From an optimization exercise on the open Yosys and OpenROAD flow, aimed at small area, a short achievable clock period and few clock cycles; shortcuts taken in it are not production practice.
In this exercise RTL edits were held to simulation tests only and were not proved equivalent to the original.
Power figures rest on the tool's default switching activity, not on a simulated workload.

**flow/design.v**
```verilog
`timescale 1ns / 1ps
`default_nettype none
module blur_unit #(
    parameter W = 16,
    parameter FREE = 0
) (
    input wire clk_in,
    input wire rst_in,
    input wire in_v,
    input wire [7:0] in_d,
    input wire [2*$clog2(W)-1:0] in_addr,  
    output logic out_v,
    output logic [7:0] out_d,
    output logic [2*$clog2(W)-1:0] out_addr,
    output logic sub_v  
);
    localparam XW = $clog2(W);
    wire [XW-1:0] ix = in_addr[XW-1:0];
    wire [XW-1:0] iy = in_addr[2*XW-1:XW];
    logic [XW-1:0] fx;
    logic flushing;
    wire tok = in_v | flushing;
    logic [7:0] lb1 [0:W-1];
    logic [7:0] lb2 [0:W-1];
    always_ff @(posedge clk_in) begin
        if (FREE || tok) begin
            lb1[0] <= in_d;
            lb2[0] <= (iy == 0) ? in_d : lb1[W-1];
            for (int k = 1; k < W; k++) begin
                lb1[k] <= lb1[k-1];
                lb2[k] <= lb2[k-1];
            end
        end
    end
    wire [7:0] mid = lb1[W-1];
    wire [7:0] top = lb2[W-1];
    wire [7:0] bot = flushing ? mid : in_d;
    wire [9:0] vsum = {2'b00, top} + {1'b0, mid, 1'b0} + {2'b00, bot};
    wire vtok = (in_v && iy != 0) || flushing;
    wire [XW-1:0] vxn = flushing ? fx : ix;
    logic [9:0] vr;
    logic vv, vx0, vxl;
    always_ff @(posedge clk_in) begin
        vr <= vsum;
        vx0 <= vxn == 0;
        vxl <= vxn == W-1;
        if (rst_in) begin
            fx <= 0;
            flushing <= 0;
            vv <= 0;
        end else begin
            vv <= vtok;
            if (in_v && ix == W-1 && iy == W-1) flushing <= 1;
            if (flushing) begin
                fx <= fx + 1'b1;
                if (fx == W-1) flushing <= 0;
            end
        end
    end
    logic [9:0] ha, hb;
    logic pend;
    wire [9:0] tc = pend ? hb : vr;
    wire [11:0] hsum = {2'b00, ha} + {1'b0, hb, 1'b0} + {2'b00, tc};
    wire htok = (vv && !vx0) || pend;
    wire [2*XW-1:0] next_addr = out_addr + out_v;
    always_ff @(posedge clk_in) begin
        if (FREE || vv) begin
            ha <= vx0 ? vr : hb;
            hb <= vr;
        end
        out_d <= hsum[11:4];
        if (rst_in) begin
            pend <= 0;
            out_v <= 0;
            sub_v <= 0;
            out_addr <= 0;
        end else begin
            pend <= vv && vxl;
            out_v <= htok;
            sub_v <= htok && !next_addr[0] && !next_addr[XW];
            out_addr <= next_addr;
        end
    end
endmodule
`default_nettype wire
`timescale 1ns / 1ps
`default_nettype none
module gaussian_pyramid #(
                    parameter BIT_DEPTH = 8,
                    parameter TOP_WIDTH = 16,
                    parameter TOP_HEIGHT = 16
                    ) (
                    input wire clk_in,
                    input wire rst_in,
                    output logic [$clog2(TOP_WIDTH * TOP_HEIGHT)-1:0] ext_read_addr,
                    output logic ext_read_addr_valid,
                    input wire [BIT_DEPTH-1:0] ext_pixel_in,
                    output logic [$clog2(TOP_WIDTH * TOP_HEIGHT)-1:0] O1L1_write_addr,
                    output logic O1L1_write_valid,
                    output logic [BIT_DEPTH-1:0] O1L1_pixel_out,
                    output logic [$clog2(TOP_WIDTH * TOP_HEIGHT)-1:0] O1L2_write_addr,
                    output logic O1L2_write_valid,
                    output logic [BIT_DEPTH-1:0] O1L2_pixel_out,
                    output logic [$clog2(TOP_WIDTH * TOP_HEIGHT)-1:0] O1L3_write_addr,
                    output logic O1L3_write_valid,
                    output logic [BIT_DEPTH-1:0] O1L3_pixel_out,
                    output logic [$clog2(TOP_WIDTH / 2 * TOP_HEIGHT / 2)-1:0] O2L1_write_addr,
                    output logic O2L1_write_valid,
                    output logic [BIT_DEPTH-1:0] O2L1_pixel_out,
                    output logic [$clog2(TOP_WIDTH / 2 * TOP_HEIGHT / 2)-1:0] O2L2_write_addr,
                    output logic O2L2_write_valid,
                    output logic [BIT_DEPTH-1:0] O2L2_pixel_out,
                    output logic [$clog2(TOP_WIDTH / 2 * TOP_HEIGHT / 2)-1:0] O2L3_write_addr,
                    output logic O2L3_write_valid,
                    output logic [BIT_DEPTH-1:0] O2L3_pixel_out,
                    output logic [$clog2(TOP_WIDTH / 4 * TOP_HEIGHT / 4)-1:0] O3L1_write_addr,
                    output logic O3L1_write_valid,
                    output logic [BIT_DEPTH-1:0] O3L1_pixel_out,
                    output logic [$clog2(TOP_WIDTH / 4 * TOP_HEIGHT / 4)-1:0] O3L2_write_addr,
                    output logic O3L2_write_valid,
                    output logic [BIT_DEPTH-1:0] O3L2_pixel_out,
                    output logic [$clog2(TOP_WIDTH / 4 * TOP_HEIGHT / 4)-1:0] O3L3_write_addr,
                    output logic O3L3_write_valid,
                    output logic [BIT_DEPTH-1:0] O3L3_pixel_out,
                    input wire start_in,
                    output logic pyramid_done
                    );
    logic rd_v1, rd_v2;
    always_ff @(posedge clk_in) begin
        if (rst_in) begin
            ext_read_addr_valid <= 0;
            ext_read_addr <= 0;
            rd_v1 <= 0;
            rd_v2 <= 0;
            O1L1_write_valid <= 0;
            O1L1_write_addr <= 0;
        end else begin
            if (start_in) ext_read_addr_valid <= 1;
            else if (ext_read_addr == 8'hff) ext_read_addr_valid <= 0;
            ext_read_addr <= ext_read_addr + ext_read_addr_valid;
            rd_v1 <= ext_read_addr_valid;
            rd_v2 <= rd_v1;
            O1L1_write_valid <= rd_v2;
            O1L1_write_addr <= O1L1_write_addr + O1L1_write_valid;
        end
        O1L1_pixel_out <= ext_pixel_in;
    end
    logic o1_sub, o1l2_sub, o2_sub, o2l2_sub, o3l2_sub, o3l3_sub;
    blur_unit #(.W(16), .FREE(1)) b1 (
        .clk_in(clk_in), .rst_in(rst_in),
        .in_v(O1L1_write_valid), .in_d(O1L1_pixel_out), .in_addr(O1L1_write_addr),
        .out_v(O1L2_write_valid), .out_d(O1L2_pixel_out), .out_addr(O1L2_write_addr),
        .sub_v(o1l2_sub));
    blur_unit #(.W(16), .FREE(1)) b2 (
        .clk_in(clk_in), .rst_in(rst_in),
        .in_v(O1L2_write_valid), .in_d(O1L2_pixel_out), .in_addr(O1L2_write_addr),
        .out_v(O1L3_write_valid), .out_d(O1L3_pixel_out), .out_addr(O1L3_write_addr),
        .sub_v(o1_sub));
    assign O2L1_write_valid = o1_sub;
    assign O2L1_pixel_out = O1L3_pixel_out;
    assign O2L1_write_addr = {O1L3_write_addr[7:5], O1L3_write_addr[3:1]};
    blur_unit #(.W(8), .FREE(0)) b3 (
        .clk_in(clk_in), .rst_in(rst_in),
        .in_v(o1_sub), .in_d(O1L3_pixel_out), .in_addr(O2L1_write_addr),
        .out_v(O2L2_write_valid), .out_d(O2L2_pixel_out), .out_addr(O2L2_write_addr),
        .sub_v(o2l2_sub));
    blur_unit #(.W(8), .FREE(0)) b4 (
        .clk_in(clk_in), .rst_in(rst_in),
        .in_v(O2L2_write_valid), .in_d(O2L2_pixel_out), .in_addr(O2L2_write_addr),
        .out_v(O2L3_write_valid), .out_d(O2L3_pixel_out), .out_addr(O2L3_write_addr),
        .sub_v(o2_sub));
    assign O3L1_write_valid = o2_sub;
    assign O3L1_pixel_out = O2L3_pixel_out;
    assign O3L1_write_addr = {O2L3_write_addr[5:4], O2L3_write_addr[2:1]};
    blur_unit #(.W(4), .FREE(0)) b5 (
        .clk_in(clk_in), .rst_in(rst_in),
        .in_v(o2_sub), .in_d(O2L3_pixel_out), .in_addr(O3L1_write_addr),
        .out_v(O3L2_write_valid), .out_d(O3L2_pixel_out), .out_addr(O3L2_write_addr),
        .sub_v(o3l2_sub));
    blur_unit #(.W(4), .FREE(0)) b6 (
        .clk_in(clk_in), .rst_in(rst_in),
        .in_v(O3L2_write_valid), .in_d(O3L2_pixel_out), .in_addr(O3L2_write_addr),
        .out_v(O3L3_write_valid), .out_d(O3L3_pixel_out), .out_addr(O3L3_write_addr),
        .sub_v(o3l3_sub));
    always_ff @(posedge clk_in) begin
        if (rst_in) pyramid_done <= 0;
        else pyramid_done <= O3L3_write_valid && O3L3_write_addr == 4'hf;
    end
endmodule
`default_nettype wire
```
**flow/flow/run.sh**
```bash
#!/bin/bash
set -euo pipefail
bash standard.sh SETUP_SLACK_MARGIN=7 BUFFER_PORTS_ARGS=-buffer_cell\ sky130_fd_sc_hd__buf_2 CTS_ARGS=-sink_clustering_enable\ -repair_clock_nets\ -dont_use_dummy_load\ -sink_clustering_size\ 30\ -sink_clustering_max_diameter\ 60\ -distance_between_buffers\ 200 finish > standard_flow.log 2>&1
```
**flow/standard.sh**
```bash
#!/bin/bash
# synth_recipe.tcl (not shown) runs the flow's synth.tcl, then flattens the netlist and writes it again
# the make line also repeats each setting of config.mk as NAME=value (left out here)
make -C /OpenROAD-flow-scripts/flow DESIGN_CONFIG=/design/flow/config.mk WORK_HOME=/design/flow/orfs CLKGATE_MAP_FILE= SYNTH_SCRIPT=/design/flow/synth_recipe.tcl "${@:-finish}"
```
**flow/config.mk**
```make
export PLATFORM = sky130hd
export DESIGN_NAME = gaussian_pyramid
export DESIGN_NICKNAME = gaussian_pyramid
export VERILOG_FILES = /design/flow/design.v
export SDC_FILE = /design/flow/constraint.sdc
export NUM_CORES = 8
export LEC_CHECK = 0
export CAP_MARGIN = 20
export CORE_MARGIN = 2
export CORE_UTILIZATION = 60
export SLEW_MARGIN = 20
export SYNTH_MEMORY_MAX_BITS = 16384
```
**flow/constraint.sdc**
```tcl
create_clock -name core_clock -period 10.0 [get_ports {clk_in}]
set_input_delay 2.0000 -clock core_clock [delete_from_list [all_inputs] [get_ports {clk_in}]]
set_output_delay 2.0000 -clock core_clock [all_outputs]
set_load 0.01 [all_outputs]
```
==> results of run 1 <==
## layout make-up
| type | count | area share (%) |
|---|---|---|
| well taps | 864 | 2.37 |
| clock buffers | 68 | 3.74 |
| multi-input cells | 1072 | 21.6 |
| diodes | 1 | 0.00549 |
| inverters | 78 | 0.643 |
| repair buffers | 287 | 5.88 |
| flip-flops and latches | 1245 | 65.8 |
## kinds of logic after synthesis
kind of cell	share of synthesized area, %
AO/OA/AOI/OAI	3.03
XOR/XNOR	2.52
adder cells (fa/ha/maj)	9.24
buffers and inverters	1.55
flip-flops	74.0
multiplexers	6.00
AND/OR/NAND/NOR	3.70
## flip-flops by register name (all words and copies together) (netlist names), 64 cells and up
register  flops
b3.lb2       64
b4.lb2       64
b2.lb1      128
b1.lb1      128
b4.lb1       64
b3.lb1       64
b1.lb2      128
b2.lb2      128
## routing by layer
metal / up-vias / wire, um / global-route usage [%]
met5: - / 0 / 0
met4: 0 / 1150 / 5.12
met3: 79 / 2320 / 2.99
met2: 255 / 29800 / 30.5
met1: 9195 / 29200 / 25.8
li1: 9079 / - / -
## synth_stat cells, types with 2 or more instances
| cell | instances |
|---|---|
| o211ai_1 | 2 |
| edfxtp_1 | 464 |
| nor3_2 | 3 |
| nand3_1 | 28 |
| nand4_1 | 20 |
| and3_1 | 6 |
| a21oi_1 | 69 |
| dfxtp_1 | 781 |
| nand4b_1 | 2 |
| a21o_1 | 13 |
| o21a_1 | 14 |
| nor2_1 | 152 |
| a21boi_0 | 7 |
| or4_1 | 3 |
| nand2b_1 | 2 |
| xnor2_1 | 51 |
| xor2_1 | 64 |
| and3b_1 | 2 |
| or4b_2 | 2 |
| or2_2 | 4 |
| mux2_2 | 190 |
| fa_1 | 102 |
| nand2_1 | 45 |
| o41ai_1 | 2 |
| o21bai_1 | 15 |
| nor3_1 | 13 |
| and4_1 | 2 |
| clkbuf_1 | 30 |
| or3_1 | 3 |
| o31ai_1 | 10 |
| a311oi_1 | 2 |
| o22ai_1 | 5 |
| a31oi_1 | 2 |
| nor4_2 | 2 |
| and2_1 | 4 |
| ha_1 | 132 |
| mux2i_1 | 26 |
| buf_1 | 5 |
| nor2b_1 | 21 |
| buf_4 | 26 |
| a311o_1 | 2 |
| o21ai_0 | 39 |
| inv_1 | 78 |
## stage by stage
step / power [mW] / hold slack [ns]
after global routing: 13.7 / 0.289
after floorplan: 9.07 / 0.310
after detailed placement: 9.97 / 0.312
final: 12.8 / 0.288
after global placement: 9.89 / 0.310
after CTS: 13.0 / 0.288
## power by group
part           switching, mW  leakage [nW]  internal [mW]
clock                   1.44         0.838           1.22
sequential             0.470          10.8           6.31
combinational           1.67          6.04           1.74
## repair_timing
item                       4_1_cts  5_1_grt
pin swaps                        0        2
setup endpoints to repair      173      171
buffers inserted               106       19
gates resized for setup        362       28
hold endpoints to repair         0        0
hold buffers                     0        0
## how the worst max path moves through the flow
stage	slack, ns	to	cells after the start	from
2_1_floorplan	7.03	b6.out_d[5]	9	b6.pend
3_3_place_gp	6.61	b4.sub_v	4	rst_in
3_5_place_dp	6.56	b4.sub_v	4	rst_in
4_1_cts	6.78	O2L1_pixel_out[4]	1	b2.out_d[4]
5_1_grt	6.79	O1L3_pixel_out[4]	1	b2.out_d[4]
6_report	6.83	O1L3_pixel_out[4]	1	b2.out_d[4]
==> flow_results.org, run 1 <==
** Setup path
- Crit-path cells :: buf_6
- The startpoint identified for the worst register-to-register timing path is b4.out_d[1].
- Broken down by cell family, the worst path's largest delay share belongs to flip-flops.
- Longest individual stage delay on the worst path :: 0.42 ns
- STA classifies the critical path endpoint as an output pin.
- Maximum fanout along the worst path :: 3
- Critical Setup Path Class :: flip-flop to output pin
- Slowest CP cell :: dfxtp_4
- STA classifies the critical path startpoint as a flip-flop.
- Together, buffers and inverters on the worst path number 1.
- At the worst endpoint, the arrival time is 1.17 ns.
- The worst register-to-register path has a depth of 10.
- The worst register-to-register path ends at b5.vr[7].
- Setup slack, reg-to-reg :: 7.11 ns
- Data required time at the worst endpoint :: about 8 ns

** Job
- Across the run, the number of max-cap violations was 0.

** Detailed routing
- Total vias in the final route :: about 19000
- After the first detailed-routing iteration, the DRC count stood at ~1000.
- Average wire per standard cell :: 17.3 um
- Total Routed Length :: between 60000 and 70000 um
- The first detailed-routing pass ran for 6 iterations.
- Once detail routing completed, the nets flagged for antenna violations numbered 0.
- In the routed layout, each cell is associated on average with a via count of 5.15.
- After detailed routing, the number of remaining DRC violations is 0.

** Timing
- Setup total negative slack on the finished layout was measured at 0 ns.
- Setup violations remaining at the end of the flow were counted as 0.
- Headroom to the max-slew limit came out at between 30% and 40%.
- Setup WS post-layout :: between 6 and 7 ns
- For the final database, setup skew stands at 0.0555 ns.
- Setup repair after global routing could not meet its margin everywhere.
- Timing would allow up to 316 MHz.
- Share of the clock period used by the worst path after layout :: 31.7%
- The max-slew violation total from the final report is 0.
- Least-Margin Pin Slew :: 1.03 ns
- The number of endpoints with negative hold slack in the final report was 0.
- The smallest clock period supported by the final layout is computed as 3.17 ns.

** Yosys
- Cells after Synth :: 2456
- The average instance in the mapped netlist occupies approximately 16 um2.
- Summing the sequential cell areas from Yosys gives roughly 74% of the chip area.
- Area leader, netlist :: dfxtp_1
- The number of nets in the synthesized netlist is around 2700.
- Synthesis inferred about 1200 register bits.
- Leading register cell type out of synthesis :: dfxtp_1
- Dominant cells by area after synthesis :: dfxtp_1, edfxtp_1, mux2_2
- After synthesis the cells add up to 40000 um2.
- Number of synthesized flops with an enable pin :: 464
- Counting flops with an async set or reset pin after synthesis yields a share of 0%.
- After synthesis, the netlist uses 54 different library cells.
- Yosys warning total :: 10
- Area fraction of the dominant cell type after synthesis :: 39.1%

** Min path
- The worst hold path belongs to the class flip-flop to flip-flop.
- The worst hold path begins at b2.lb2[8][0].
- Number of cells traversed by the worst hold path :: 0
- For hold timing, the worst endpoint is b2.lb2[9][0].

** GRT
- The initial antenna violation count is 1.
- Overall routing resource usage :: around 19%
- The number of global-route vias before repair was 18800.
- Global-route congestion overflow total :: 0
- Global-route wire length before repair :: roughly 99000 um
- Entering global routing, the biggest net connects between 90 and 100 pins.

** Floorplanning
- Effective utilization at floorplan :: 60.7%
- The initialized floorplan defines 94 standard-cell rows.
- The die covers 68700 um2.
- From left edge to right edge, the die measures 262 um.
- In this run the count of I/O pins placed on the die edge is 156.
- The floorplan step set the die height to 262 um.
- Core region area :: approximately 66000 um2

** Cells and area
- Leaving out fill and tap cells, the most frequent cells in the layout are dfxtp_1, edfxtp_1, mux2_2.
- Layout overhead on the synthesized area :: 13.9%
- Number of fill cells in the layout :: about 4400
- Post-route cell area :: 45500 um2
- Count of non-filler cells in the finished layout :: 3615
- The library cell used most frequently in the layout, excluding fill and tap cells, is dfxtp_1.
- In the final layout, the multi-input gates occupy 9830 um2.
- Measured on the finished design, the core utilization comes to 69.2%.
- Registers take 30000 um2.
- Share of cells above drive strength 1 :: approximately 25%
- Total Nets Final :: 2997

** Clocking
- The clock passes through at most 3 buffers.
- Sink Count :: 1245
- Clock tree from TritonCTS :: yes
- Buffers inserted during clock tree synthesis total 68.
- The cell sitting at the root of the clock tree is a clkbuf_16.
- Clock-pin slew was measured on the worst setup and hold paths at roughly 0.1 ns.
- Number of levels in the clock H-tree :: 3
- Latest clock arrival within the worst-skew pair :: 0.62 ns

** Place
- After legalization and detailed placement, the total HPWL measured 40200 um.
- Once placement completed, the tool counted placed cells totaling 3421.
- Summing all placed instances gives a cell area of slightly above 40000 um2.
- Routability congestion estimate :: 0.776
- I/O Buffers :: 155
- Before CTS, the worst setup slack after placement is around 6.6 ns.

** Power
- Peak VDD IR :: 0.190 mV
- Cell leakage power :: 17.7 nW
- For this design the ratio of total power to cell area is 282 nW/um2.

** Outcome
- Outcome :: timing/DRC/antenna clean
Testbench counts, summed over its fixed seeds: cycles 7,392.
==> run 2: changes to the inputs <==
==> flow/flow/run.sh (replaced) <==
#!/bin/bash
set -euo pipefail
bash standard.sh SETUP_SLACK_MARGIN=6.8 BUFFER_PORTS_ARGS=-buffer_cell\ sky130_fd_sc_hd__buf_2 CTS_ARGS=-sink_clustering_enable\ -repair_clock_nets\ -dont_use_dummy_load\ -sink_clustering_size\ 30\ -sink_clustering_max_diameter\ 60 finish > standard_flow.log 2>&1
==> run 2 against run 1 <==
Net effect: critical path type unchanged; cell count fell by 2.7%; flip-flop and latch count did not move; die area did not move; cell area fell by 3.7%; synthesized area did not move; largest power group unchanged; largest cell class unchanged; core utilization fell by 2.5 points; still clean on timing, DRC and antenna; worst setup slack got worse by 0.0067 ns; fmax fell by 0.21%; sequential power barely moved; routed wire length fell by 4.7%; clock-buffer cell count fell by 1; synthesized cell count did not move; critical endpoint is now O3L1_pixel_out[4].
==> flow_results.org, run 2 <==
** Cells and area
- The final layout net count was 2901 (-3.2%).
- Leading cell type in the layout, fill and taps excluded :: dfxtp_1
- The share of cells above drive strength 1 was 21.5% (-4.0 points).
- The final non-filler cell total came to 3518 (-2.7%).
- In the layout the commonest cells are dfxtp_1, edfxtp_1, mux2_2.
- Number of fill cells in the layout :: 4571 (+5.1%)
- The share of the core filled with cells was 66.6% (-2.5 points).
- The summed area of non-filler cells in the final layout was 43900 um2 (-3.7%).
- The number of inserted diodes came to 0 (-1).
- Relative to the synthesized area, the layout overhead comes to 9.77%.

** Detailed routing
- DRC viols :: 0 (unchanged)
- Router iterations before antenna repair :: 5 (-1)
- The detailed-route wire length is 59500 um (-4.7%).
- Via/cell ratio :: 5.17 (+0.44%)
- The number of vias after detailed routing was 18200 (-2.3%).
- The initial detailed-routing violation count came to 962 (-7.2%).
- The count of antenna-violating nets left after detailed routing came to 0 (unchanged).
- The per-cell routed wire length came to 16.9 um (-2.1%).

** Timing
- Least-Margin Pin Slew :: 1.02 ns (-0.00702 ns)
- Setup repair after global routing missed its margin :: yes
- The max-slew violation total from the final report was 0 (unchanged).
- The post-layout worst setup margin is 6.83 ns (-0.00674 ns).
- The number of endpoints failing setup at the final stage came to 0 (unchanged).
- The achievable clock frequency is 315 MHz (-0.21%).
- Sum of negative setup slack :: 0 ns (unchanged)
- The clock period minus final worst setup slack was 3.17 ns (+0.00674 ns).
- The setup clock skew after layout came to 0.0589 ns (+0.00339 ns).
- The post-route fraction of the period consumed by the critical path came to 31.7% (+0.067 points).
- The final hold slack was 0.283 ns (-0.00544 ns).
- Final hold vios :: 0 (unchanged)
- Slew headroom :: 31.9% (+0.47 points)

** Floorplanning
- The die outline area is 68700 um2 (unchanged).
- The horizontal die dimension came to 262 um (unchanged).
- Die height :: 262 um (unchanged)
- Number of rows in the core area :: 94 (unchanged)
- Top-Level Pins :: 156 (unchanged)
- Core region area :: 65900 um2 (unchanged)
- The initial core utilization was 60.7% (unchanged).

** Yosys
- Mean instance size in the synthesized netlist :: 16.3 um2 (unchanged)
- Yosys warning total :: 10 (unchanged)
- Multiplexer share of the synthesized area :: 6.00% (unchanged)
- The share of Yosys cell area claimed by the top area cell type was 39.1% (unchanged).
- Count leader, synth :: dfxtp_1
- The fraction of registers with async set or reset after synthesis is 0% (unchanged).
- Number of synthesized flops with an enable pin :: 464 (unchanged)
- Leading register cell type out of synthesis :: dfxtp_1
- The number of nets in the synthesized netlist came to 2701 (unchanged).
- Distinct cell type count after synthesis :: 54 (unchanged)
- The fraction of the yosys area taken by sequential cells is 74.0% (unchanged).
- Area leader, netlist :: dfxtp_1
- Adder-cell area share of the yosys netlist :: 9.24% (unchanged)
- By area, the combinational part of the netlist is dominated by adder cells.
- Simple-gate share of the synthesized area :: 3.70% (unchanged)
- Compound-gate portion of the synthesized area :: 3.03% (unchanged)
- Cells after Synth :: 2456 (unchanged)
- Dominant cells by area after synthesis :: dfxtp_1, edfxtp_1, mux2_2
- The xor and xnor area share after synthesis was 2.52% (unchanged).
- The synthesized cell area was 40000 um2 (unchanged).
- Top post-synthesis cells by count :: dfxtp_1, edfxtp_1, mux2_2
- Number of storage elements in the synthesis netlist :: 1245 (unchanged)

** GRT
- Global-route wire length before repair :: 94800 um (-4.4%)
- The initial antenna violation count came to 0 (-1).
- Number of global-route vias before repair :: 18200 (-3.2%)
- Largest net degree at the start of global routing :: 78 (-15%)
- The total overflow reported by the global router is 0 (unchanged).
- The overall routing resource usage is 17.7% (-0.87 points).

** Setup path
- STA classifies the critical path endpoint as an output pin.
- Endpoint of the worst register-to-register path :: b2.out_d[6]
- In this run the worst setup path terminates at O3L1_pixel_out[4].
- Worst EP arrival :: 1.17 ns (about the same)
- Setup slack, reg-to-reg :: 6.95 ns (-0.16 ns)
- The critical path goes through buf_6.
- The critical-path maximum fanout was 5 (+2).
- The buffers plus inverters on the worst setup path was 1 (unchanged).
- Slowest CP cell :: dfxtp_4
- Longest individual stage delay on the worst path :: 0.44 ns (+0.02 ns)
- Tracing the worst setup path back leads to its startpoint at b4.out_d[4].
- Critical Setup Path Class :: flip-flop to output pin
- Critical Path Start Type :: flip-flop
- The worst path required time was 8.00 ns (about the same).
- The worst register-to-register path begins at b2.pend.
- On the critical path the largest part of the delay comes from flip-flops.
- Number of gates on the worst path with buffers counted :: 1 (unchanged)
- Register-to-Register Path Depth :: 8 (-2)

** Power
- Peak VDD IR :: 0.200 mV (+5.5%)
- Cell leakage power :: 17.0 nW (-3.9%)
- Total power :: 12.6 mW (-2.2%)
- Power density cells :: 286 nW/um2 (+1.5%)

** Job
- The total of max-cap violations came to 0 (unchanged).

** Min path
- The min-delay analysis places its worst path in the category flip-flop to flip-flop.

** Clocking
- The tree is rooted in a clkbuf_16.
- Number of buffers created by CTS :: 67 (-1.5%)
- The H-tree level count came to 3 (unchanged).
- Latest clock arrival within the worst-skew pair :: 0.62 ns (about the same)
- Sink Count :: 1245 (unchanged)
- The number of buffers inserted for hold repair after clock tree synthesis was 0 (unchanged).
- Worst-path clk slew :: 0.10 ns (about the same)
- The clock tree buffer depth is 3 (unchanged).
- TritonCTS built the clock tree.

** Place
- The number of buffer cells added on primary ports is 155 (unchanged).
- Estimated wirelength of the detail-placed design :: 39800 um (-0.99%)
- The placed instance area was 41600 um2 (about the same).
- The post-placement setup slack was 6.51 ns (-0.0467 ns).
- Placed insts :: 3421 (unchanged)
- The weighted congestion at the end of routability-driven global placement came to 0.796 (+2.5%).

** Outcome
- Outcome :: timing/DRC/antenna clean
[run 2: cell families after synthesis]
logic type,after synthesis
buffers and inverters,139
muxes,216
and+or+nand+nor,315
DFF,1245
xor gates and xnor gates,115
adders and majority gates,234
AOI/OAI and AO/OA,192
[run 2: final cells by class]
cell class / count / area (um2) / share of cell area [%]
repair buffers: 192 / 1170 / 2.67
flip-flops and latches: 1245 / 29900 / 68.0
inverters: 78 / 293 / 0.667
multi-input cells: 1072 / 9800 / 22.3
well taps: 864 / 1080 / 2.46
clock buffers: 67 / 1680 / 3.82
[run 2: timing repair]
action	CTS	global route
setup buffers	14	16
endpoints found under the setup margin	130	62
resized for setup	165	31
endpoints found under the hold margin	0	0
[run 2: metal layers]
layer	vias up	wire length [um]	track usage, %
met3	98	2100	3.18
met5	-	0	0
met1	8972	28100	24.6
met4	0	1430	4.93
li1	8867	-	-
met2	251	27900	28.7
[run 2: worst min path at each step]
stage	from	endpoint	slack [ns]	cells after the start
final	b2.lb2[13][0]	b2.lb2[14][0]	0.28	0
after global routing	b1.lb2[5][2]	b1.lb2[6][2]	0.29	0
after CTS	b2.lb2[13][0]	b2.lb2[14][0]	0.28	0
after detailed placement	b1.lb1[1][5]	b1.lb1[2][5]	0.31	0
after global placement	b2.lb2[1][1]	b2.lb2[2][1]	0.31	0
after floorplan	b1.lb1[9][0]	b1.lb1[10][0]	0.31	0
[run 2: power breakdown]
| part | internal (mW) | total (mW) | switching (mW) | leakage [nW] |
|---|---|---|---|---|
| clock | 1.20 | 2.62 | 1.43 | 0.826 |
| combinational | 1.57 | 3.17 | 1.60 | 5.39 |
| sequential | 6.29 | 6.77 | 0.474 | 10.8 |
==> run 3: changes to the inputs <==
==> flow/flow/run.sh (replaced) <==
#!/bin/bash
set -euo pipefail
bash standard.sh SETUP_SLACK_MARGIN=6.9 BUFFER_PORTS_ARGS=-buffer_cell\ sky130_fd_sc_hd__buf_2 CTS_ARGS=-sink_clustering_enable\ -repair_clock_nets\ -dont_use_dummy_load\ -sink_clustering_size\ 30\ -sink_clustering_max_diameter\ 60 finish > standard_flow.log 2>&1
==> run 3 against run 2 <==
Net effect: still clean on timing, DRC and antenna; global-route usage up 0.71 points; clock-buffer cell count unchanged; critical path depth unchanged; combinational power up 6.6%; core utilization up 2.1 points; power up 1.7%; clock power about the same; synthesized cell count unchanged; first-iteration DRC count up 8.7%; via count up 2.5%; routed wire length up 4.3%; clock skew up 0.0018 ns; critical endpoint unchanged.
==> flow_results.org, run 3 <==
** Outcome
- The flow ran to the end and the layout has no timing, DRC or antenna violations.

** Clocking
- The tree is rooted in a clkbuf_16.
- Worst-path clk slew :: 0.10 ns (about the same)
- Number of buffers inserted for hold repair after clock tree synthesis :: 0 (unchanged)
- Number of buffers created by CTS :: 67 (unchanged)
- The number of clock sinks came to 1245 (unchanged).
- Buffer depth of the longest clock path :: 3 (unchanged)
- The clock latency on the worst-skew pair was 0.62 ns (about the same).
- TritonCTS built the clock tree.
- The H-tree level count came to 3 (unchanged).

** Cells and area
- Core utilization of the finished layout :: 68.7% (+2.1 points)
- In the layout the commonest cells are dfxtp_1, edfxtp_1, mux2_2.
- Number of inserted diodes :: 0 (unchanged)
- Share of cells above drive strength 1 :: 24.8% (+3.3 points)
- Leading cell type in the layout, fill and taps excluded :: dfxtp_1
- Total Nets Final :: 2992 (+3.1%)
- From synthesis to final layout, the design area changed by 13.3%.

** Yosys
- The post-synthesis cell count was 2456 (unchanged).
- Leading register cell type out of synthesis :: dfxtp_1
- Multiplexer share of the synthesized area :: 6.00% (unchanged)
- Sorting the synthesized cells by area gives the leading types as dfxtp_1, edfxtp_1, mux2_2.
- The average instance area after synthesis is 16.3 um2 (unchanged).
- In the post-synthesis netlist, the cell with the most instances is dfxtp_1.
- The number of nets in the synthesized netlist came to 2701 (unchanged).
- Number of synthesized flops with an enable pin :: 464 (unchanged)
- Distinct cell type count after synthesis :: 54 (unchanged)
- The adder-cell share of the synthesized area is 9.24% (unchanged).
- Number of storage elements in the synthesis netlist :: 1245 (unchanged)
- By area, the combinational part of the netlist is dominated by adder cells.
- The fraction of registers with async set or reset after synthesis came to 0% (unchanged).
- Xor and xnor area share after synthesis :: 2.52% (unchanged)
- Area fraction of the dominant cell type after synthesis :: 39.1% (unchanged)
- Compound-gate portion of the synthesized area :: 3.03% (unchanged)
- Seq/Total Area, Yosys :: 74.0% (unchanged)
- Summed instance area of the synthesized netlist :: 40000 um2 (unchanged)
- The number of warnings reported in the yosys synthesis log was 10 (unchanged).
- Area leader, netlist :: dfxtp_1
- Simple-gate share of the synthesized area :: 3.70% (unchanged)
- Top post-synthesis cells by count :: dfxtp_1, edfxtp_1, mux2_2

** Floorplanning
- Effective utilization at floorplan :: 60.7% (unchanged)
- Die footprint :: 68700 um2 (unchanged)
- The total core area was 65900 um2 (unchanged).
- The number of placement rows is 94 (unchanged).
- Die Span X :: 262 um (unchanged)
- The die extent in y came to 262 um (unchanged).
- Top-Level Pins :: 156 (unchanged)

** Setup path
- Crit-path cells :: buf_6
- Setup slack, reg-to-reg :: 7.06 ns (+0.11 ns)
- Endpoint of the most critical setup path :: O3L1_pixel_out[4]
- The startpoint identified for the worst register-to-register timing path is b5.pend.
- On the critical path the largest part of the delay comes from flip-flops.
- The instance count on the critical path was 1 (unchanged).
- Critical Setup Path Class :: flip-flop to output pin
- Longest individual stage delay on the worst path :: 0.45 ns (about the same)
- Worst EP arrival :: 1.19 ns (+0.02 ns)
- Register-to-Register Path Depth :: 7 (-1)
- The worst path required time came to 8.00 ns (about the same).
- In this run the worst setup path begins at b4.out_d[4].
- Endpoint kind of the worst setup timing path :: output pin
- Critical Path Start Type :: flip-flop
- Endpoint of the worst register-to-register path :: b5.out_d[6]
- Maximum fanout along the worst path :: 5 (unchanged)
- Slowest CP cell :: dfxtp_4
- Buffer and inverter count on the worst path :: 1 (unchanged)

** GRT
- The number of global-route vias before repair was 18800 (+3.0%).
- Overall routing resource usage :: 18.4% (+0.71 points)
- Number of antenna violations at the first check in global routing :: 0 (unchanged)
- The total overflow reported by the global router is 0 (unchanged).
- The global-route wire length before repair was 98200 um (+3.6%).
- The largest net degree at the start of global routing is 78 (unchanged).

** Timing
- The accumulated negative setup slack was 0 ns (unchanged).
- Max frequency :: 314 MHz (-0.44%)
- The number of endpoints with negative hold slack in the final report came to 0 (unchanged).
- Slew headroom :: 32.0% (+0.11 points)
- Setup-failing EPs final :: 0 (unchanged)
- The clock period minus final worst setup slack came to 3.19 ns (+0.0140 ns).
- The post-route fraction of the period consumed by the critical path is 31.9% (+0.14 points).
- Setup repair after global routing could not meet its margin everywhere.
- Total count of max-transition violations in the final report :: 0 (unchanged)
- The setup clock skew after layout was 0.0608 ns (+0.00184 ns).
- Worst Hold Slack :: 0.283 ns (+0.000275 ns)
- The transition time of the tightest slew-check pin was 1.02 ns (-0.00300 ns).

** Detailed routing
- Total Routed Length :: 62100 um (+4.3%)
- The iteration count of the initial detailed-routing pass is 5 (unchanged).
- Via/cell ratio :: 5.16 (about the same)
- DRC viols :: 0 (unchanged)
- Total vias in the final route :: 18600 (+2.5%)
- Average wire per standard cell :: 17.2 um (+1.7%)
- The count of antenna-violating nets left after detailed routing is 0 (unchanged).
- DRC marker count from the first detailed-route iteration :: 1046 (+8.7%)

** Power
- The power density normalized to cell area came to 282 nW/um2 (-1.4%).
- Cell leakage power :: 17.6 nW (+3.7%)
- The total design power came to 12.8 mW (+1.7%).
- The largest voltage drop on the vdd net came to 0.201 mV (+0.31%).

** Job
- Max capacitance violation total :: 0 (unchanged)

** Min path
- Hold Path Class :: flip-flop to flip-flop

** Place
- The number of buffer cells added on primary ports came to 155 (unchanged).
- Routability congestion estimate :: 0.796 (unchanged)
- The half-perimeter wire length after placement came to 39800 um (unchanged).
## run 3: what timing repair did
action | 4_1_cts | 5_1_grt
gates resized for setup | 314 | 32
endpoints found under the setup margin | 152 | 139
buffers inserted | 97 | 24
## run 3: routing by layer
| metal | routed length, um | global-route usage [%] | up-vias |
|---|---|---|---|
| li1 | - | - | 9063 |
| met1 | 28800 | 25.4 | 9191 |
| met2 | 29400 | 30.0 | 279 |
| met3 | 2430 | 3.47 | 107 |
| met4 | 1500 | 5.16 | 0 |
| met5 | 0 | 0 | - |
## run 3: power breakdown
| part | total, mW | switching, mW | internal (mW) | leakage, nW |
|---|---|---|---|---|
| Sequential | 6.77 | 0.466 | 6.30 | 10.8 |
| Clock | 2.63 | 1.43 | 1.20 | 0.826 |
| Combinational | 3.38 | 1.66 | 1.71 | 6.00 |
| Total | 12.8 | 3.56 | 9.21 | 17.6 |
## run 3: worst min-delay path by stage
stage                              from       endpoint  slack [ns]  cells after the start
after floorplan            b1.lb1[9][0]  b1.lb1[10][0]        0.31                      0
after global placement     b2.lb2[1][1]   b2.lb2[2][1]        0.31                      0
after detailed placement   b1.lb1[1][5]   b1.lb1[2][5]        0.31                      0
after CTS                 b2.lb2[13][0]  b2.lb2[14][0]        0.28                      0
after global routing       b1.lb2[5][2]   b1.lb2[6][2]        0.29                      0
final                     b2.lb2[13][0]  b2.lb2[14][0]        0.28                      0
## run 3: logic make-up (layout without fill, tap and decap cells)
logic type | after synthesis | after routing
AO/OA/AOI/OAI | 192 | 192
buffers and inverters | 139 | 428
XOR/XNOR | 115 | 115
AND/OR/NAND/NOR | 315 | 315
flip-flops | 1245 | 1245
multiplexers | 216 | 216
adder cells (fa/ha/maj) | 234 | 234
## run 3: final cells by class
type,count,area [um2]
Clock buffer,67,1680
Fill cell,4391,20600
Inverter,78,293
Multi-Input combinational cell,1072,9810
Sequential cell,1245,29900
Tap cell,864,1080
Timing Repair Buffer,283,2490
## run 3: metrics by stage
step	instances	instance area (um2)	worst slack, ns
after global placement	3421	41600	6.55
final	3609	45300	6.81
after CTS	3585	45000	6.78
after floorplan	2456	40000	6.96
after global routing	3609	45300	6.77
after detailed placement	3421	41600	6.51
## run 3: worst reg2reg max path: stages, from the launching register on
cell,delay [ns]
dfxtp_2,0.51
mux2_2,0.39
fa_1,0.45
ha_1,0.36
and3_1,0.19
a311o_1,0.39
a311o_1,0.39
xor2_1,0.14
==> run 4: changes to the inputs <==
==> flow/flow/run.sh (replaced) <==
#!/bin/bash
set -euo pipefail
bash standard.sh SETUP_SLACK_MARGIN=7 BUFFER_PORTS_ARGS=-buffer_cell\ sky130_fd_sc_hd__buf_4 CTS_ARGS=-sink_clustering_enable\ -repair_clock_nets\ -dont_use_dummy_load\ -sink_clustering_size\ 30\ -sink_clustering_max_diameter\ 60 finish > standard_flow.log 2>&1
==> run 4 against run 3 <==
Net effect: still clean on timing, DRC and antenna; routed wire length rose by 0.57%; cell count grew 0.19%; clock skew rose by 0.018 ns; highest routed layer unchanged; cell area up 0.41%; critical path type unchanged.
==> flow_results.org, run 4 <==
** Floorplanning
- Die height :: 262 um (unchanged)
- The number of top-level pins is 156 (unchanged).
- The die outline area is 68700 um2 (unchanged).
- The total core area came to 65900 um2 (unchanged).
- Effective utilization at floorplan :: 60.7% (unchanged)
- Die Span X :: 262 um (unchanged)
- The number of placement rows is 94 (unchanged).

** Clocking
- Number of levels in the clock H-tree :: 2 (-1)
- The clock latency on the worst-skew pair is 0.67 ns (+0.05 ns).
- The root buffer cell chosen for the clock tree is clkbuf_16.
- Sink Count :: 1245 (unchanged)
- Worst-path clk slew :: 0.10 ns (about the same)
- Number of buffers created by CTS :: 59 (-12%)
- Number of buffers inserted for hold repair after clock tree synthesis :: 0 (unchanged)
- TritonCTS built the clock tree.
- Buffer depth of the longest clock path :: 3 (unchanged)

** Setup path
- Endpoint of the most critical setup path :: O2L1_pixel_out[7]
- Setup slack, reg-to-reg :: 7.13 ns (+0.07 ns)
- Data required time at the worst endpoint :: 8.00 ns (about the same)
- Kind of cell adding the most delay to the critical path :: flip-flops
- The setup path with the least slack is of type flip-flop to output pin.
- Number of gates on the worst path with buffers counted :: 1 (unchanged)
- Slowest CP cell :: dfxtp_4
- Register-to-Register Path Depth :: 9 (+2)
- Maximum fanout along the worst path :: 5 (unchanged)
- Worst EP arrival :: 1.22 ns (+0.03 ns)
- Critical Path Start Type :: flip-flop
- Endpoint of the worst register-to-register path :: b2.vr[7]
- Critical path origin :: b2.out_d[7]
- STA classifies the critical path endpoint as an output pin.
- Buffer and inverter count on the worst path :: 1 (unchanged)
- Startpoint of the lowest-slack register-to-register path :: b2.flushing
- The critical path goes through buf_6.
- The largest stage delay on the critical path is 0.43 ns (-0.02 ns).

** Power
- The internal power consumption is 9.12 mW (-1.1%).
- Peak VDD IR :: 0.192 mV (-4.2%)
- The switching power share of the total came to 28.2% (+0.27 points).
- Cell leakage power :: 17.6 nW (+0.14%)
- The clock network power share came to 19.4% (-1.2 points).
- Power density cells :: 279 nW/um2 (-1.1%)
- Sequential fraction of design power :: 53.4% (+0.4 points)
- Net switching power :: 3.57 mW (+0.28%)
- Combinational group share of total power :: 27.2% (+0.8 points)

** Cells and area
- Total Nets Final :: 2999 (+0.23%)
- Share of cells above drive strength 1 :: 25.6% (+0.81 points)
- The top cell types in the final layout, fill and taps aside, are dfxtp_1, edfxtp_1, mux2_2.
- Count of non-filler cells in the finished layout :: 3616 (+0.19%)
- Leading cell type in the layout, fill and taps excluded :: dfxtp_1
- Post-route cell area :: 45500 um2 (+0.41%)
- The fill cell instance count of the final layout came to 4435 (+1.0%).
- Layout overhead on the synthesized area :: 13.7%
- Number of inserted diodes :: 0 (unchanged)

** Min path
- Hold Path Class :: flip-flop to flip-flop
- The worst hold path begins at b2.lb2[7][0].

** Detailed routing
- DRC marker count from the first detailed-route iteration :: 1080 (+3.3%)
- The per-cell routed wire length was 17.3 um (+0.38%).
- Total vias in the final route :: 18700 (+0.58%)
- Total Routed Length :: 62400 um (+0.57%)
- Via/cell ratio :: 5.19 (+0.39%)
- Antenna viol nets, final :: 0 (unchanged)
- The iteration count of the initial detailed-routing pass was 4 (-1).
- DRC viols :: 0 (unchanged)

** Yosys
- Among all flip-flop cells after synthesis, the most frequent one is dfxtp_1.
- The average instance area after synthesis came to 16.3 um2 (unchanged).
- Of all cell types, the one taking the most synthesized area is dfxtp_1.
- The fraction of registers with async set or reset after synthesis came to 0% (unchanged).
- The count of cell types in the netlist is 54 (unchanged).
- Summed instance area of the synthesized netlist :: 40000 um2 (unchanged)
- Sorting the synthesized cells by how often they occur yields dfxtp_1, edfxtp_1, mux2_2.
- Count leader, synth :: dfxtp_1
- The number of flops mapped to enable cells by yosys is 464 (unchanged).
- The number of nets in the synthesized netlist was 2701 (unchanged).
- Number of storage elements in the synthesis netlist :: 1245 (unchanged)
- Dominant cells by area after synthesis :: dfxtp_1, edfxtp_1, mux2_2
- The post-synthesis cell count is 2456 (unchanged).
- Area fraction of the dominant cell type after synthesis :: 39.1% (unchanged)
- The number of warnings reported in the yosys synthesis log came to 10 (unchanged).
- Seq/Total Area, Yosys :: 74.0% (unchanged)

** GRT
- The initial antenna violation count came to 1 (+1).
- Global-route congestion overflow total :: 0 (unchanged)
- Global-route wire length before repair :: 99400 um (+1.3%)
- The number of global-route vias before repair was 18800 (+0.064%).
- The largest net degree at the start of global routing came to 89 (+14%).
- Overall routing resource usage :: 18.4% (+0.074 points)

** Timing
- Max frequency :: 310 MHz (-1.1%)
- The transition time of the tightest slew-check pin was 1.06 ns (+0.0460 ns).
- The number of endpoints with negative hold slack in the final report was 0 (unchanged).
- The worst slew slack as a fraction of its limit is 28.8% (-3.2 points).
- Setup repair after global routing missed its margin :: yes
- Total count of max-transition violations in the final report :: 0 (unchanged)
- Sum of negative setup slack :: 0 ns (unchanged)
- Setup Skew :: 0.0790 ns (+0.0182 ns)
- The number of endpoints failing setup at the final stage was 0 (unchanged).
- The clock period minus final worst setup slack was 3.22 ns (+0.0349 ns).
- The post-route fraction of the period consumed by the critical path is 32.2% (+0.35 points).

** Outcome
- The flow ran to the end and the layout has no timing, DRC or antenna violations.

** Place
- I/O Buffers :: 155 (unchanged)
- Standard cell area after detailed placement :: 42000 um2 (+0.92%)
- The weighted congestion at the end of routability-driven global placement is 0.785 (-1.3%).
- The half-perimeter wire length after placement came to 40000 um (+0.64%).
- Placed insts :: 3421 (unchanged)

** Job
- The total of max-cap violations is 0 (unchanged).
-- run 4: kinds of logic after synthesis --
logic type | count (synthesis) | synth area share [%]
flip-flops | 1245 | 74.0
AO/OA/AOI/OAI | 192 | 3.03
buffers and inverters | 139 | 1.55
multiplexers | 216 | 6.00
XOR/XNOR | 115 | 2.52
AND/OR/NAND/NOR | 315 | 3.70
adder cells (fa/ha/maj) | 234 | 9.24
-- run 4: worst min-delay path by stage --
stage / endpoint / slack (ns) / depth (start not counted)
global route: b2.lb2[6][0] / 0.29 / 0
floorplan: b1.lb1[10][0] / 0.31 / 0
global placement: b2.lb1[5][1] / 0.31 / 0
CTS: b2.lb2[8][0] / 0.28 / 0
detailed placement: b1.lb1[12][0] / 0.31 / 0
finish: b2.lb2[8][0] / 0.28 / 0
-- run 4: final cells by class --
class	instances	area, um2	share of cell area (%)
repair buffers	298	2790	6.15
flip-flops and latches	1245	30000	65.9
well taps	864	1080	2.38
multi-input cells	1072	9850	21.7
inverters	78	293	0.644
clock buffers	59	1480	3.25
-- run 4: timing repair --
action | CTS | global route
endpoints found under the setup margin | 174 | 172
buffers inserted | 112 | 24
pin swaps | 0 | 1
resized for setup | 362 | 24
-- run 4: power groups by stage --
stage	sequential [mW]	clock, mW	combinational, mW
finish	6.77	2.46	3.46
global route	6.89	2.71	3.94
CTS	6.81	2.55	3.46
detailed placement	6.90	0	3.15
global placement	6.88	0	3.10
floorplan	6.68	0	2.39
-- run 4: stage by stage --
step	util [%]	power (mW)	setup slack (ns)	hold WS [ns]
floorplan	-	9.07	7.03	0.310
global placement	63.7	9.98	6.63	0.310
detailed placement	63.7	10.1	6.58	0.312
CTS	68.6	12.8	6.70	0.278
global route	69.0	13.5	6.71	0.287
finish	69.0	12.7	6.78	0.281
-- run 4: per-layer routing --
metal  routed length (um)  GRT usage [%]  vias to the layer above  share of wire [%]
met5                    0              0                        -                  0
met4                 1400           4.71                        0                2.2
met3                 2450           3.04                       94                3.9
met2                29800           30.4                      267                 48
met1                28800           25.7                     9307                 46
li1                     -              -                     9081                  -
==> run 5: changes to the inputs <==
==> flow/flow/run.sh (replaced) <==
#!/bin/bash
set -euo pipefail
bash standard.sh SETUP_SLACK_MARGIN=6.7 BUFFER_PORTS_ARGS=-buffer_cell\ sky130_fd_sc_hd__buf_2 CTS_ARGS=-sink_clustering_enable\ -repair_clock_nets\ -dont_use_dummy_load\ -sink_clustering_size\ 30\ -sink_clustering_max_diameter\ 60 finish > standard_flow.log 2>&1
==> run 5 against run 4 <==
Net effect: via count is 3.6% lower; register-to-register slack worse by 0.27 ns; hold slack better by 0.0011 ns; flip-flop and latch count stayed put; clock power is 7% higher; synthesized area stayed put; clock-buffer cell count is 8 higher; global-route usage is 0.93 points lower; die area stayed put; first-iteration DRC count is 8.3% lower; combinational power is 12% lower; cell area is 4.7% lower; largest power group unchanged.
==> flow_results.org, run 5 <==
** Yosys
- By count the netlist is led by dfxtp_1, edfxtp_1, mux2_2.
- The number of nets in the synthesized netlist came to 2701 (unchanged).
- In the synthesized netlist the dominant register cell turns out to be dfxtp_1.
- The count of cell types in the netlist was 54 (unchanged).
- Count leader, synth :: dfxtp_1
- Sorting the synthesized cells by area gives the leading types as dfxtp_1, edfxtp_1, mux2_2.
- Seq/Total Area, Yosys :: 74.0% (unchanged)
- Summed instance area of the synthesized netlist :: 40000 um2 (unchanged)
- Area fraction of the dominant cell type after synthesis :: 39.1% (unchanged)
- The post-synthesis cell count was 2456 (unchanged).
- dfxtp_1 takes more of the synthesized area than any other cell.
- Number of storage elements in the synthesis netlist :: 1245 (unchanged)
- Mean instance size in the synthesized netlist :: 16.3 um2 (unchanged)
- The number of warnings reported in the yosys synthesis log came to 10 (unchanged).
- Fraction of registers with async set or reset after synthesis :: 0% (unchanged)
- Number of synthesized flops with an enable pin :: 464 (unchanged)

** GRT
- The total overflow reported by the global router is 0 (unchanged).
- The number of global-route vias before repair came to 18100 (-3.5%).
- Number of antenna violations at the first check in global routing :: 1 (unchanged)
- The overall routing resource usage is 17.5% (-0.93 points).
- The largest net degree at the start of global routing came to 78 (-12%).
- Global-route wire length before repair :: 94100 um (-5.3%)

** Floorplanning
- Die footprint :: 68700 um2 (unchanged)
- The number of placement rows is 94 (unchanged).
- Effective utilization at floorplan :: 60.7% (unchanged)
- The die extent in y is 262 um (unchanged).
- The horizontal die dimension is 262 um (unchanged).
- The total core area is 65900 um2 (unchanged).
- Top-Level Pins :: 156 (unchanged)

** Power
- The total design power came to 12.4 mW (-1.9%).
- Peak VDD IR :: 0.200 mV (+4.1%)
- Cell leakage power :: 16.8 nW (-4.9%)
- Power density cells :: 287 nW/um2 (+2.9%)

** Place
- I/O Buffers :: 155 (unchanged)
- The half-perimeter wire length after placement is 39800 um (-0.63%).
- The weighted congestion at the end of routability-driven global placement was 0.796 (+1.3%).

** Clocking
- CTS Root Cell :: clkbuf_16
- The CTS clock-pin slew for the worst setup and hold paths came to 0.10 ns (about the same).
- The TritonCTS buffer count came to 67 (+14%).
- Clock tree from TritonCTS :: yes
- The clock tree buffer depth is 3 (unchanged).
- Sink Count :: 1245 (unchanged)
- Latest clock arrival within the worst-skew pair :: 0.62 ns (-0.05 ns)
- The H-tree level count was 3 (+1).
- Number of buffers inserted for hold repair after clock tree synthesis :: 0 (unchanged)

** Detailed routing
- The iteration count of the initial detailed-routing pass came to 5 (+1).
- The detailed-route wire length was 58800 um (-5.8%).
- The initial detailed-routing violation count was 990 (-8.3%).
- The count of antenna-violating nets left after detailed routing was 0 (unchanged).
- Total vias in the final route :: 18100 (-3.6%)
- The number of design rule violations left after detail routing was 0 (unchanged).
- The per-cell routed wire length was 16.9 um (-2.4%).
- Via/cell ratio :: 5.18 (about the same)

** Timing
- Setup-failing EPs final :: 0 (unchanged)
- Slew headroom :: 32.4% (+3.6 points)
- The number of endpoints with negative hold slack in the final report was 0 (unchanged).
- Max frequency :: 309 MHz (-0.49%)
- Total count of max-transition violations in the final report :: 0 (unchanged)
- The transition time of the tightest slew-check pin was 1.01 ns (-0.0509 ns).
- Clock period minus worst slack :: 3.24 ns (+0.0158 ns)
- The setup clock skew after layout was 0.0599 ns (-0.0191 ns).
- The post-route fraction of the period consumed by the critical path is 32.4% (+0.16 points).
- Setup repair after global routing missed its margin :: no
- Sum of negative setup slack :: 0 ns (unchanged)

** Setup path
- Crit-path cells :: buf_2
- Longest individual stage delay on the worst path :: 0.45 ns (+0.02 ns)
- Critical Setup Path Class :: flip-flop to output pin
- The critical-path maximum fanout is 4 (-1).
- The worst setup path is captured at an output pin.
- The worst path required time came to 8.00 ns (about the same).
- Kind of cell adding the most delay to the critical path :: flip-flops
- Slowest CP cell :: dfxtp_1
- The worst setup path is launched from a flip-flop.
- The data arrival time of the worst path is 1.24 ns (+0.02 ns).
- Buffer and inverter count on the worst path :: 1 (unchanged)

** Outcome
- Outcome :: timing/DRC/antenna clean

** Min path
- Hold Path Class :: flip-flop to flip-flop

** Job
- The total of max-cap violations came to 0 (unchanged).

** Cells and area
- Leading cell type in the layout, fill and taps excluded :: dfxtp_1
- The share of cells above drive strength 1 is 18.6% (-7.0 points).
- Total Nets Final :: 2871 (-4.3%)
- Number of inserted diodes :: 0 (unchanged)
- Compared with the post-synthesis result, the final layout area differs by 8.42%.
- Most frequent cells in the layout :: dfxtp_1, edfxtp_1, mux2_2
run 5: metal layers:
layer / wire [um] / up-vias / GRT usage, %
met4: 1440 / 0 / 4.94
met2: 27600 / 239 / 28.4
met5: 0 / - / 0
li1: - / 8804 / -
met3: 2120 / 98 / 3.29
met1: 27700 / 8941 / 24.4
run 5: final timing paths:
path / start / end / slack (ns) / cells after the start
max: O1L1_pixel_out[1] / O1L1_pixel_out[1] / 6.76 / 1
min: b2.lb2[13][0] / b2.lb2[14][0] / 0.28 / 0
max reg2reg: b4.pend / b4.out_d[6] / 6.86 / 8
min reg2reg: b2.lb2[13][0] / b2.lb2[14][0] / 0.28 / 0
run 5: per-stage QoR:
stage          cell area, um2  setup slack, ns  utilization, %  cells  hold slack [ns]
4_1_cts                 43300             6.70            65.8   3488            0.285
2_1_floorplan           40000             6.96               -   2456            0.310
3_3_place_gp            41600             6.55            63.1   3421            0.310
5_1_grt                 43300             6.70            65.8   3488            0.290
6_report                43300             6.76            65.8   3488            0.283
3_5_place_dp            41600             6.51            63.1   3421            0.312
run 5: worst register-to-register path: cells and delay by family (launching register included):
kind	cells	cell delay (ns)
fa+ha+maj	2	0.78
flops	1	0.67
simple gates	2	0.31
xor+xnor	1	0.20
compound gates	2	0.67
mux	1	0.42
run 5: timing repair:
item,in CTS,in global routing
setup endpoints to repair,66,20
resized for setup,49,16
pin swaps,0,0
buffers inserted,0,0
run 5: cell type report:
cell class | count | area [um2]
clock buffers | 67 | 1680
fillers | 4641 | 22500
inverters | 78 | 293
multi-input cells | 1072 | 9800
flip-flops and latches | 1245 | 29700
well taps | 864 | 1080
repair buffers | 162 | 831
run 5: logic make-up (layout without fill, tap and decap cells):
kind of cell | count (synthesis) | after routing | synth area share [%]
compound gates | 192 | 192 | 3.03
xor+xnor | 115 | 115 | 2.52
fa+ha+maj | 234 | 234 | 9.24
buf+inv | 139 | 307 | 1.55
flops | 1245 | 1245 | 74.0
mux | 216 | 216 | 6.00
simple gates | 315 | 315 | 3.70
run 5: power by group:
part	switching (mW)	internal (mW)	total, mW
combinational	1.56	1.49	3.05
clock	1.43	1.20	2.63
sequential	0.491	6.28	6.77
==> run 6: changes to the inputs <==
==> flow/flow/run.sh (replaced) <==
#!/bin/bash
set -euo pipefail
bash standard.sh SETUP_SLACK_MARGIN=6.85 BUFFER_PORTS_ARGS=-buffer_cell\ sky130_fd_sc_hd__buf_2 CTS_ARGS=-sink_clustering_enable\ -repair_clock_nets\ -dont_use_dummy_load\ -sink_clustering_size\ 30\ -sink_clustering_max_diameter\ 60 finish > standard_flow.log 2>&1
==> run 6 against run 5 <==
Net effect: still clean on timing, DRC and antenna; global-route usage up 0.54 points; synthesized area is the same; power grew 2.0%; routed wire length is 3.9% higher; non-clock buffer count rose by 92.
==> flow_results.org, run 6 <==
** Detailed routing
- Total Routed Length :: 61100 um (+3.9%)
- Max Used Layer :: met4
- The routed length on met1 is 28400 um (+2.8%).
- Total vias in the final route :: 18600 (+2.6%)
- Antenna viol nets, final :: 0 (unchanged)
- DRC marker count from the first detailed-route iteration :: 975 (-1.5%)
- DRC viols :: 0 (unchanged)
- Router iterations before antenna repair :: 5 (unchanged)
- The per-cell routed wire length is 17.1 um (+1.2%).
- The wire length on met3 is 2360 um (+11%).
- The detailed-routed wire length on met2 was 28800 um (+4.5%).
- The detailed-route vias per instance came to 5.18 (about the same).

** Cells and area
- Post-route cell area :: 44700 um2 (+3.1%)
- The share of cells above drive strength 1 is 23.7% (+5.1 points).
- Leading cell type in the layout, fill and taps excluded :: dfxtp_1
- Number of inserted diodes :: 0 (unchanged)
- Layout overhead on the synthesized area :: 11.8%
- Total Nets Final :: 2963 (+3.2%)
- Most frequent cells in the layout :: dfxtp_1, edfxtp_1, mux2_2

** Place
- The half-perimeter wire length after placement came to 39800 um (unchanged).
- The placed instance area is 41600 um2 (unchanged).
- Routability congestion estimate :: 0.796 (unchanged)
- The number of buffer cells added on primary ports came to 155 (unchanged).
- The post-placement setup slack was 6.51 ns (unchanged).

** Power
- The static leakage is 17.4 nW (+3.7%).
- The internal power consumption came to 9.15 mW (+2.1%).
- Combinational group share of total power :: 26.0% (+1.5 points)
- The part of the total power dissipated in sequential elements was 53.3% (-1.1 points).
- The power density normalized to cell area was 284 nW/um2 (-1.1%).
- Total power :: 12.7 mW (+2.0%)
- Net switching power :: 3.54 mW (+1.6%)
- Clock network fraction of design power :: 20.7% (-0.4 points)
- The switching power share of the total was 27.9% (-0.093 points).
- The largest voltage drop on the vdd net is 0.201 mV (+0.20%).

** Timing
- Worst Hold Slack :: 0.283 ns (+0.000218 ns)
- The worst slew slack as a fraction of its limit is 32.3% (-0.081 points).
- Sum of negative setup slack :: 0 ns (unchanged)
- Setup WS post-layout :: 6.82 ns (+0.0564 ns)
- The transition time of the tightest slew-check pin came to 1.02 ns (+0.00260 ns).
- Setup-failing EPs final :: 0 (unchanged)
- The post-route fraction of the period consumed by the critical path was 31.8% (-0.56 points).
- Max frequency :: 314 MHz (+1.8%)
- Total count of max-transition violations in the final report :: 0 (unchanged)
- Clock period minus worst slack :: 3.18 ns (-0.0564 ns)
- The setup clock skew after layout came to 0.0600 ns (+0.000102 ns).
- Final hold vios :: 0 (unchanged)
- Setup repair after global routing could not meet its margin everywhere.

** GRT
- The total overflow reported by the global router came to 0 (unchanged).
- The global-route wire length before repair came to 96700 um (+2.7%).
- The initial antenna violation count was 0 (-1).
- The number of global-route vias before repair came to 18500 (+2.2%).
- The largest net degree at the start of global routing was 78 (unchanged).
- The overall routing resource usage came to 18.1% (+0.54 points).

** Floorplanning
- Die footprint :: 68700 um2 (unchanged)
- The total core area was 65900 um2 (unchanged).
- Number of rows in the core area :: 94 (unchanged)
- The initial core utilization is 60.7% (unchanged).
- Die Span X :: 262 um (unchanged)
- The number of top-level pins came to 156 (unchanged).
- The die extent in y was 262 um (unchanged).

** Clocking
- Number of buffers inserted for hold repair after clock tree synthesis :: 0 (unchanged)
- Sink Count :: 1245 (unchanged)
- The CTS clock-pin slew for the worst setup and hold paths was 0.10 ns (about the same).
- Clock tree from TritonCTS :: yes
- The tree is rooted in a clkbuf_16.
- The clock tree buffer depth is 3 (unchanged).
- The TritonCTS buffer count came to 67 (unchanged).
- The clock latency on the worst-skew pair is 0.62 ns (about the same).
- The H-tree level count came to 3 (unchanged).

** Setup path
- Number of gates on the worst path with buffers counted :: 1 (unchanged)
- The critical path is of the flip-flop to output pin type.
- Walking the worst path, the cells encountered are buf_6.
- Among cell families on the critical path, the largest total delay comes from flip-flops.
- STA classifies the critical path startpoint as a flip-flop.
- The largest individual stage delay along the critical path comes from the cell dfxtp_4.
- The critical-path maximum fanout is 5 (+1).
- The data arrival time of the worst path came to 1.18 ns (-0.06 ns).
- Endpoint kind of the worst setup timing path :: output pin
- The buffers plus inverters on the worst setup path is 1 (unchanged).
- The worst path required time was 8.00 ns (about the same).
- The path depth of the worst reg2reg path came to 8 (unchanged).
- Longest individual stage delay on the worst path :: 0.44 ns (about the same)

** Yosys
- Leading register cell type out of synthesis :: dfxtp_1
- Sorting the synthesized cells by how often they occur yields dfxtp_1, edfxtp_1, mux2_2.
- The count of cell types in the netlist came to 54 (unchanged).
- Fraction of registers with async set or reset after synthesis :: 0% (unchanged)
- Summed instance area of the synthesized netlist :: 40000 um2 (unchanged)
- Cells after Synth :: 2456 (unchanged)
- The average instance area after synthesis came to 16.3 um2 (unchanged).
- Number of storage elements in the synthesis netlist :: 1245 (unchanged)
- The number of warnings reported in the yosys synthesis log was 10 (unchanged).
- The number of flops mapped to enable cells by yosys is 464 (unchanged).
- The biggest area contributor in the post-synthesis netlist is dfxtp_1.
- Area fraction of the dominant cell type after synthesis :: 39.1% (unchanged)
- Dominant cells by area after synthesis :: dfxtp_1, edfxtp_1, mux2_2
- The fraction of the yosys area taken by sequential cells came to 74.0% (unchanged).
- Count leader, synth :: dfxtp_1
- The number of nets in the synthesized netlist is 2701 (unchanged).

** Min path
- Hold Path Class :: flip-flop to flip-flop
- Number of cells traversed by the worst hold path :: 0 (unchanged)

** Job
- Max capacitance violation total :: 0 (unchanged)

** Outcome
- Outcome :: timing/DRC/antenna clean
==> run 6: cell types whose count changed in the layout (fill, tap and decap cells not counted), sizes merged <==
cell	change
buf	+92
==> run 6: kinds of logic after synthesis <==
group | after synthesis | synth area share [%]
buffers and inverters | 139 | 1.55
multiplexers | 216 | 6.00
AND/OR/NAND/NOR | 315 | 3.70
XOR/XNOR | 115 | 2.52
AO/OA/AOI/OAI | 192 | 3.03
flip-flops | 1245 | 74.0
adder cells (fa/ha/maj) | 234 | 9.24
==> run 6: power groups by stage <==
| stage | sequential, mW | combinational (mW) | clock (mW) |
|---|---|---|---|
| 6_report | 6.76 | 3.30 | 2.63 |
| 5_1_grt | 6.88 | 3.75 | 2.88 |
| 4_1_cts | 6.80 | 3.32 | 2.72 |
| 3_5_place_dp | 6.90 | 3.08 | 0 |
| 3_3_place_gp | 6.88 | 3.03 | 0 |
| 2_1_floorplan | 6.68 | 2.39 | 0 |
==> run 6: per-stage QoR <==
stage                     cells  util, %
final                      3580     67.9
after global routing       3580     67.9
after CTS                  3558     67.3
after global placement     3421     63.1
after floorplan            2456        -
after detailed placement   3421     63.1
==> run 6: path summary, 6_finish.rpt <==
path,start,end,slack (ns)
min reg2reg,b2.lb2[13][0],b2.lb2[14][0],0.28
min,b2.lb2[13][0],b2.lb2[14][0],0.28
max,b4.out_d[4],O3L1_pixel_out[4],6.82
max reg2reg,b4.pend,b4.out_d[6],7.05
==> run 6: repair_timing <==
action                     4_1_cts  5_1_grt
gates resized for setup        230       46
setup buffers                   70       22
hold endpoints to repair         0        0
setup endpoints to repair      142       92
==> run 6: final cells by class <==
class | instances | area, um2
Timing Repair Buffer | 254 | 1920
Inverter | 78 | 293
Multi-Input combinational cell | 1072 | 9800
Clock buffer | 67 | 1680
Sequential cell | 1245 | 29900
Fill cell | 4489 | 21200
Tap cell | 864 | 1080
==> run 6: per-layer routing <==
metal  vias to the layer above  GRT usage (%)
li1                       8998              -
met1                      9167           25.1
met2                       283           29.4
met3                       104           3.32
met4                         0           5.08
met5                         -              0
==> run 7: changes to the inputs <==
==> flow/flow/run.sh (replaced) <==
#!/bin/bash
set -euo pipefail
bash standard.sh SETUP_SLACK_MARGIN=6.75 BUFFER_PORTS_ARGS=-buffer_cell\ sky130_fd_sc_hd__buf_2 CTS_ARGS=-sink_clustering_enable\ -repair_clock_nets\ -dont_use_dummy_load\ -sink_clustering_size\ 35\ -sink_clustering_max_diameter\ 65 finish > standard_flow.log 2>&1
==> run 7 against run 6 <==
Net effect: still clean on timing, DRC and antenna; synthesized cell count is the same; sequential share of layout area increased by 1.8 points; cell count fell by 2.6%; largest cell class unchanged; synthesized area stayed put; routed wire length fell by 3.3%; fmax down 0.52%; critical endpoint is now O3L2_pixel_out[1]; sequential power is essentially flat; non-clock buffer count decreased by 78; cell area fell by 3.1%; hold slack gained 0.0062 ns; first-iteration DRC count increased by 2.4%; clock skew increased by 0.0061 ns.
==> flow_results.org, run 7 <==
** Floorplanning
- Die Span X :: 262 um (unchanged)
- Top-Level Pins :: 156 (unchanged)
- The die outline area came to 68700 um2 (unchanged).
- The total core area is 65900 um2 (unchanged).
- The number of placement rows came to 94 (unchanged).

** Clocking
- The H-tree level count is 2 (-1).
- The clock tree buffer depth was 3 (unchanged).
- The CTS clock-pin slew for the worst setup and hold paths came to 0.12 ns (+0.02 ns).
- TritonCTS built the clock tree.
- Number of buffers inserted for hold repair after clock tree synthesis :: 0 (unchanged)
- The clock latency on the worst-skew pair is 0.65 ns (+0.03 ns).
- Sink Count :: 1245 (unchanged)

** Place
- Placed insts :: 3421 (unchanged)

** Min path
- The startpoint identified for the worst hold timing path is b1.lb2[5][2].

** Setup path
- Broken down by cell family, the worst path's largest delay share belongs to flip-flops.
- Endpoint kind of the worst setup timing path :: output pin
- The largest stage delay on the critical path was 0.42 ns (-0.02 ns).
- Critical path origin :: b5.out_d[1]
- Crit-path cells :: buf_2
- The critical path is of the flip-flop to output pin type.
- The critical-path maximum fanout is 4 (-1).

** Detailed routing
- The count of antenna-violating nets left after detailed routing was 0 (unchanged).
- DRC viols :: 0 (unchanged)
- The initial detailed-routing violation count was 998 (+2.4%).
- The number of vias after detailed routing came to 18000 (-2.8%).
- The detailed-route wire length is 59100 um (-3.3%).

** Timing
- Share of the clock period used by the worst path after layout :: 32.0% (+0.17 points)
- Setup Skew :: 0.0661 ns (+0.00612 ns)
- The worst slew slack as a fraction of its limit is 32.0% (-0.25 points).
- Least-Margin Pin Slew :: 1.02 ns (+0.00374 ns)

** Job
- Max capacitance violation total :: 0 (unchanged)

** GRT
- Global-route congestion overflow total :: 0 (unchanged)
- Number of global-route vias before repair :: 18000 (-2.7%)

** Outcome
- The flow ran to the end and the layout has no timing, DRC or antenna violations.

** Yosys
- Among all cell types in the netlist, the one instantiated most often is dfxtp_1.
- The number of nets in the synthesized netlist was 2701 (unchanged).
- The post-synthesis cell count is 2456 (unchanged).
- Distinct cell type count after synthesis :: 54 (unchanged)
- Yosys attributes the largest share of cell area to dfxtp_1, edfxtp_1, mux2_2.
- The commonest cells after synthesis are dfxtp_1, edfxtp_1, mux2_2.

** Power
- The largest voltage drop on the vdd net was 0.208 mV (+3.5%).
- The static leakage is 16.7 nW (-3.9%).

** Cells and area
- The area occupied by multi-input gates was 9800 um2 (unchanged).
- Number of fill cells in the layout :: 4624 (+3.0%)
- Relative to the synthesized area, the layout overhead comes to 8.34%.
- Share of cells above drive strength 1 :: 20.4% (-3.4 points)
- Footprint of the flip-flops and latches :: 29800 um2 (-0.43%)
- The final layout net count is 2871 (-3.1%).
- The summed area of non-filler cells in the final layout came to 43300 um2 (-3.1%).
run 7: cell counts after synthesis:
Identical to the previous run, type by type.
run 7: area by class of cell:
cell class / count / area share, %
repair buffers: 176 / 2.35
multi-input cells: 1072 / 22.6
well taps: 864 / 2.50
flip-flops and latches: 1245 / 68.8
clock buffers: 53 / 3.06
inverters: 78 / 0.676
run 7: worst paths after layout:
check | end | slack [ns] | depth (start not counted)
hold / removal | b1.lb2[6][2] | 0.29 | 0
setup / recovery | O3L2_pixel_out[1] | 6.80 | 1
setup reg to reg | b6.out_d[5] | 6.92 | 8
hold reg to reg | b1.lb2[6][2] | 0.29 | 0
run 7: cells by family after synthesis:
logic type	synth area share, %
adders and majority gates	9.24
and+or+nand+nor	3.70
xor gates and xnor gates	2.52
DFF	74.0
AOI/OAI and AO/OA	3.03
buffers and inverters	1.55
muxes	6.00
run 7: per-layer routing:
metal	global-route usage, %	part of all wire (%)	vias up
li1	-	-	8807
met3	2.52	3.9	79
met5	0	0	-
met2	28.6	47	244
met4	4.68	2.2	0
met1	24.6	47	8911
run 7: power by group:
group          internal, mW  switching (mW)
Combinational          1.53            1.58
Clock                 0.949            1.38
Sequential             6.29           0.486
Total                  8.77            3.45
run 7: repair_timing:
item	in CTS	in global routing
buffers inserted	8	6
setup endpoints to repair	117	39
gates resized for setup	134	24
run 7: metrics by stage:
stage                     power (mW)  worst slack [ns]
after CTS                       12.4              6.70
final                           12.2              6.80
after global routing            13.0              6.74
after floorplan                 9.07              6.96
after global placement          9.91              6.55
after detailed placement        9.99              6.51

Re-timed with assumed drivers on the ports (clkbuf_16 on the clock, buf_2 on other inputs), run 7 has 6.737 ns of setup slack against 6.801 ns with ideal ports, and 6.452 ns once port delays also move by the mid clock arrival of 0.676 ns.
